This design comes from an exercise in tuning for small area on the open sky130 flow, not from production work.
RTL that was checked went through simulation tests only; none was proved equivalent to the original.

R:
==> module viterbi, before the edit <==
module viterbi(in0, in1, in2, in3, in4, in5, in6, in7, out, clk, reset, error);
    input [2:0] in0;
    input [2:0] in1;
    input [2:0] in2;
    input [2:0] in3;
    input [2:0] in4;
    input [2:0] in5;
    input [2:0] in6;
    input [2:0] in7;
    output [2:0] out;
    input clk;
    input reset;
    output error;
    wire sl0 = in0 > in4;
    wire sl1 = in1 > in5;
    wire sl2 = in2 > in6;
    wire sl3 = in3 > in7;
    wire [2:0] s0 = sl0 ? in4 : in0;
    wire [2:0] s1 = sl1 ? in5 : in1;
    wire [2:0] s2 = sl2 ? in6 : in2;
    wire [2:0] s3 = sl3 ? in7 : in3;
    reg [3:0] m0, m1, m2, m3;
    wire smA = m0 > m2, ssA = s0 > s2;
    wire smB = m1 > m3, ssB = s1 > s3;
    wire [3:0] mhA = smA ? m0 : m2;
    wire [2:0] mlA = smA ? m2[2:0] : m0[2:0];     
    wire [3:0] mhB = smB ? m1 : m3;
    wire [2:0] mlB = smB ? m3[2:0] : m1[2:0];
    wire [2:0] slA = ssA ? s2 : s0, shA = ssA ? s0 : s2;
    wire [2:0] slB = ssB ? s3 : s1, shB = ssB ? s1 : s3;
    wire [3:0] dA = mhA - {1'b0, mlA}, dB = mhB - {1'b0, mlB};
    wire [2:0] eA = shA - slA, eB = shB - slB;
    wire [3:0] baseA = mlA + slA, baseB = mlB + slB;       
    wire [4:0] topA = mhA + shA, topB = mhB + shB;       
    wire err_n = topA[4] | topB[4];
    wire dgtA = dA > eA, dltA = dA < eA;
    wire dgtB = dB > eB, dltB = dB < eB;
    wire [3:0] dlA = dgtA ? eA : dA, dlB = dgtB ? eB : dB;    
    wire a0 = smA ? (ssA | dgtA) : (ssA & dltA);
    wire a1 = smA ? (~ssA | dgtA) : (~ssA & dltA);
    wire a2 = smB ? (ssB | dgtB) : (ssB & dltB);
    wire a3 = smB ? (~ssB | dgtB) : (~ssB & dltB);
    wire b01 = (smA & (s0 < s2)) | (ssA & (m0 < m2));       
    wire b23 = (smB & (s1 < s3)) | (ssB & (m1 < m3));       
    wire bab = baseA > baseB;
    wire [1:0] ctl_n = {bab, bab ? b23 : b01};
    wire [3:0] hi = bab ? baseA : baseB, lo = bab ? baseB : baseA;
    wire [3:0] o = hi - lo;
    wire [3:0] oA = bab ? o[3:0] : 4'd0, oB = bab ? 4'd0 : o[3:0];
    wire [3:0] hA = oA + dlA, hB = oB + dlB;
    wire alA = smA == ssA, alB = smB == ssB;                   
    reg [1:0] control;    
    reg err;
    reg [3:0] acs;        
    reg [3:0] sel;        
    always @(posedge clk) begin
        if (!reset) begin
            m0 <= 4'd0; m1 <= 4'd0; m2 <= 4'd0; m3 <= 4'd0;
            control <= 2'd0; err <= 1'b0; acs <= 4'd0; sel <= 4'd0;
        end else begin
            m0 <= alA ? oA : hA;
            m1 <= alA ? hA : oA;
            m2 <= alB ? oB : hB;
            m3 <= alB ? hB : oB;
            control <= ctl_n;
            err <= err_n;
            acs <= {a3, a2, a1, a0};
            sel <= {sl3, sl2, sl1, sl0};
        end
    end
    assign error = err;
    reg [3:0] ah [0:11];
    reg [3:0] sh [0:11];
    integer i;
    always @(posedge clk) begin
        ah[0] <= acs;
        sh[0] <= sel;
        for (i = 1; i < 12; i = i + 1) begin
            ah[i] <= ah[i-1];
            sh[i] <= sh[i-1];
        end
    end
    reg [3:0] cnt;
    always @(posedge clk) begin
        if (!reset) cnt <= 4'd0;
        else if (cnt != 4'd12) cnt <= cnt + 4'd1;
    end
    wire valid = cnt == 4'd12;
    wire [12:0] h;
    assign h[0] = control[0];
    assign h[1] = control[1];
    genvar g;
    generate
        for (g = 0; g < 11; g = g + 1) begin : trace
            wire t1 = h[g] ? ah[g][3] : ah[g][2];
            wire t0 = h[g] ? ah[g][1] : ah[g][0];
            assign h[g+2] = h[g+1] ? t1 : t0;
        end
    endgenerate
    wire x = h[12] ? (h[11] ? ~ah[11][3] : ah[11][2]) : (h[11] ? ~ah[11][1] : ah[11][0]);
    wire sb = x ? (h[12] ? sh[11][3] : sh[11][2]) : (h[12] ? sh[11][1] : sh[11][0]);
    assign out = valid ? {sb, x, h[12]} : 3'd0;
endmodule
==> flow/config.mk <==
export PLATFORM = sky130hd
export DESIGN_NAME = viterbi
export DESIGN_NICKNAME = viterbi
export VERILOG_FILES = /design/flow/design.v
export SDC_FILE = /design/flow/constraint.sdc
export NUM_CORES = 4
export LEC_CHECK = 0
export CAP_MARGIN = 20
export CORE_MARGIN = 2
export CORE_UTILIZATION = 40
export SLEW_MARGIN = 20
==> flow/constraint.sdc <==
create_clock -name core_clock -period 12.0 [get_ports {clk}]
set_input_delay 2.4000 -clock core_clock [delete_from_list [all_inputs] [get_ports {clk}]]
set_output_delay 2.4000 -clock core_clock [all_outputs]
set_load 0.01 [all_outputs]
standard.sh (not shown) runs the stock make flow with config.mk's settings and CLKGATE_MAP_FILE= SYNTH_SCRIPT=/design/flow/synth_recipe.tcl, a recipe that flattens the netlist after the stock synthesis.
==> flow/flow/run.sh <==
#!/bin/bash
# Own layout flow: the standard layout (standard.sh) with these changes:
#  * synthesis: ABC maps the logic with an area-oriented script (flow/area.abc)
#    instead of ORFS's delay-oriented one, without ORFS's Kogge-Stone adder
#    map and full/half-adder extraction.  Flip-flops, their names and cells
#    are the standard synthesis's.
#  * port buffers are the smallest buffer, sky130_fd_sc_hd__buf_1 (every port
#    is still buffered);
#  * CTS uses small clock buffers and no dummy loads.
# Each tool's output goes to a log file in this folder.
set -euo pipefail
W=$(pwd)
ORIG=$(grep -o 'SYNTH_SCRIPT=[^ ]*' standard.sh | head -1 | cut -d= -f2- | tr -d "'\"")
sed "s#SYNTH_SCRIPT=[^ ]*#SYNTH_SCRIPT=$W/flow/synth_wrap.tcl#" standard.sh > my_standard.sh
export ORIG_SYNTH_SCRIPT="$ORIG"
export MY_ABC_SCRIPT="$W/flow/area.abc"
export ADDER_MAP_FILE=
export SYNTH_OPERATIONS_ARGS=-noshare
export BUFFER_PORTS_ARGS="-buffer_cell sky130_fd_sc_hd__buf_1"
export CTS_ARGS="-sink_clustering_enable -repair_clock_nets -dont_use_dummy_load -buf_list sky130_fd_sc_hd__clkbuf_4"
bash my_standard.sh synth > synth.log 2>&1
bash my_standard.sh > layout.log 2>&1
==> flow/flow/area.abc <==
strash
dch -f
amap
topo
==> flow/flow/synth_wrap.tcl <==
# Runs the standard flow's synthesis script unchanged, except that the abc call uses
# MY_ABC_SCRIPT (area-oriented) in place of its -script, without -D.
proc abc {args} {
  set out {}
  set skip 0
  foreach a $args {
    if { $skip } { set skip 0; continue }
    if { $a eq "-script" || $a eq "-D" } { set skip 1; continue }
    lappend out $a
  }
  yosys abc -script $::env(MY_ABC_SCRIPT) {*}$out
}
source $::env(ORIG_SYNTH_SCRIPT)
Modified inputs, T compared to R
==> flow/design.v <==
module viterbi(in0, in1, in2, in3, in4, in5, in6, in7, out, clk, reset, error);
    input [2:0] in0;
    input [2:0] in1;
    input [2:0] in2;
    input [2:0] in3;
    input [2:0] in4;
    input [2:0] in5;
    input [2:0] in6;
    input [2:0] in7;
    output [2:0] out;
    input clk;
    input reset;
    output error;
    wire sl0 = in0 > in4;
    wire sl1 = in1 > in5;
    wire sl2 = in2 > in6;
    wire sl3 = in3 > in7;
    reg [2:0] s0, s1, s2, s3;
    reg [3:0] sel;                   
    always @(posedge clk) begin
        if (!reset) begin
            s0 <= 3'd0; s1 <= 3'd0; s2 <= 3'd0; s3 <= 3'd0; sel <= 4'd0;
        end else begin
            s0 <= sl0 ? in4 : in0;
            s1 <= sl1 ? in5 : in1;
            s2 <= sl2 ? in6 : in2;
            s3 <= sl3 ? in7 : in3;
            sel <= {sl3, sl2, sl1, sl0};
        end
    end
    reg [3:0] m0, m1, m2, m3;
    wire smA = m0 > m2, ssA = s0 > s2;
    wire smB = m1 > m3, ssB = s1 > s3;
    wire [3:0] mlA = smA ? m2 : m0, mhA = smA ? m0 : m2;
    wire [3:0] mlB = smB ? m3 : m1, mhB = smB ? m1 : m3;
    wire [2:0] slA = ssA ? s2 : s0, shA = ssA ? s0 : s2;
    wire [2:0] slB = ssB ? s3 : s1, shB = ssB ? s1 : s3;
    wire [3:0] dA = mhA - mlA, dB = mhB - mlB;
    wire [2:0] eA = shA - slA, eB = shB - slB;
    wire [4:0] baseA = mlA + slA, baseB = mlB + slB;     
    wire [4:0] topA = mhA + shA, topB = mhB + shB;       
    assign error = topA[4] | topB[4];
    wire dgtA = dA > eA, dltA = dA < eA;
    wire dgtB = dB > eB, dltB = dB < eB;
    wire [3:0] dlA = dgtA ? eA : dA, dlB = dgtB ? eB : dB;    
    wire a0 = smA ? (ssA | dgtA) : (ssA & dltA);
    wire a1 = smA ? (~ssA | dgtA) : (~ssA & dltA);
    wire a2 = smB ? (ssB | dgtB) : (ssB & dltB);
    wire a3 = smB ? (~ssB | dgtB) : (~ssB & dltB);
    wire b01 = (smA & (s0 < s2)) | (ssA & (m0 < m2));       
    wire b23 = (smB & (s1 < s3)) | (ssB & (m1 < m3));       
    wire bab = baseA > baseB;
    wire [1:0] control = {bab, bab ? b23 : b01};
    wire [4:0] hi = bab ? baseA : baseB, lo = bab ? baseB : baseA;
    wire [4:0] o = hi - lo;
    wire [3:0] oA = bab ? o[3:0] : 4'd0, oB = bab ? 4'd0 : o[3:0];
    wire [3:0] hA = oA + dlA, hB = oB + dlB;
    wire alA = smA == ssA, alB = smB == ssB;                   
    always @(posedge clk) begin
        if (!reset) begin
            m0 <= 4'd0; m1 <= 4'd0; m2 <= 4'd0; m3 <= 4'd0;
        end else begin
            m0 <= alA ? oA : hA;
            m1 <= alA ? hA : oA;
            m2 <= alB ? oB : hB;
            m3 <= alB ? hB : oB;
        end
    end
    reg [3:0] ah [0:11];
    reg [3:0] sh [0:11];
    integer i;
    always @(posedge clk) begin
        ah[0] <= {a3, a2, a1, a0};
        sh[0] <= sel;
        for (i = 1; i < 12; i = i + 1) begin
            ah[i] <= ah[i-1];
            sh[i] <= sh[i-1];
        end
    end
    reg [3:0] cnt;
    always @(posedge clk) begin
        if (!reset) cnt <= 4'd0;
        else if (cnt != 4'd12) cnt <= cnt + 4'd1;
    end
    wire valid = cnt == 4'd12;
    wire [12:0] h;
    assign h[0] = control[0];
    assign h[1] = control[1];
    genvar g;
    generate
        for (g = 0; g < 11; g = g + 1) begin : trace
            wire t1 = h[g] ? ah[g][3] : ah[g][2];
            wire t0 = h[g] ? ah[g][1] : ah[g][0];
            assign h[g+2] = h[g+1] ? t1 : t0;
        end
    endgenerate
    wire x = h[12] ? (h[11] ? ~ah[11][3] : ah[11][2]) : (h[11] ? ~ah[11][1] : ah[11][0]);
    wire sb = x ? (h[12] ? sh[11][3] : sh[11][2]) : (h[12] ? sh[11][1] : sh[11][0]);
    assign out = valid ? {sb, x, h[12]} : 3'd0;
endmodule
### Flow results
Complex-gate fraction of the synthesized area in T is 2.0 points lower than in R
On sequential cell area, the higher figure sits with T, not R.
Compared to R, T has extra flip-flops.
Comparing R and T, the lower number of filler cells placed in the layout is on T.
On initial core utilization: between R and T, it ends up higher for R.
Slowest cell on the critical path = o22ai_1: R; slowest cell on the critical path = dfxtp_1: T
Only the layout flow was run in T; the RTL was not checked for function there.

==> static timing again, ports no longer ideal <==
No port has a modelled driver above. Below, the same layouts with a new extraction and two added sets of constraints. Step 1 (the two cells are an assumption about what drives the block):
set clk [get_ports {clk}]
set_driving_cell -lib_cell sky130_fd_sc_hd__clkbuf_16 $clk
set_driving_cell -lib_cell sky130_fd_sc_hd__buf_2 [delete_from_list [all_inputs] $clk]
Step 2 also shifts input and output timing later by t, the mid clock arrival at the registers, as if the neighbouring blocks saw the same clock. Slacks: ideal ports / drivers / drivers and shift; pairs: ideal ports / drivers.
run	t, ns	setup WS [ns]	slew at the worst register clock pin (ns)
R	0.490	2.630 / 2.603 / 2.434	0.12 / 0.12
T	0.551	0.946 / 0.910 / 1.462	0.12 / 0.12
After both steps setup and hold are still met in every run listed. The setup slack of R, which loses most, moves by -0.027 ns with the drivers and by -0.196 ns with both steps.
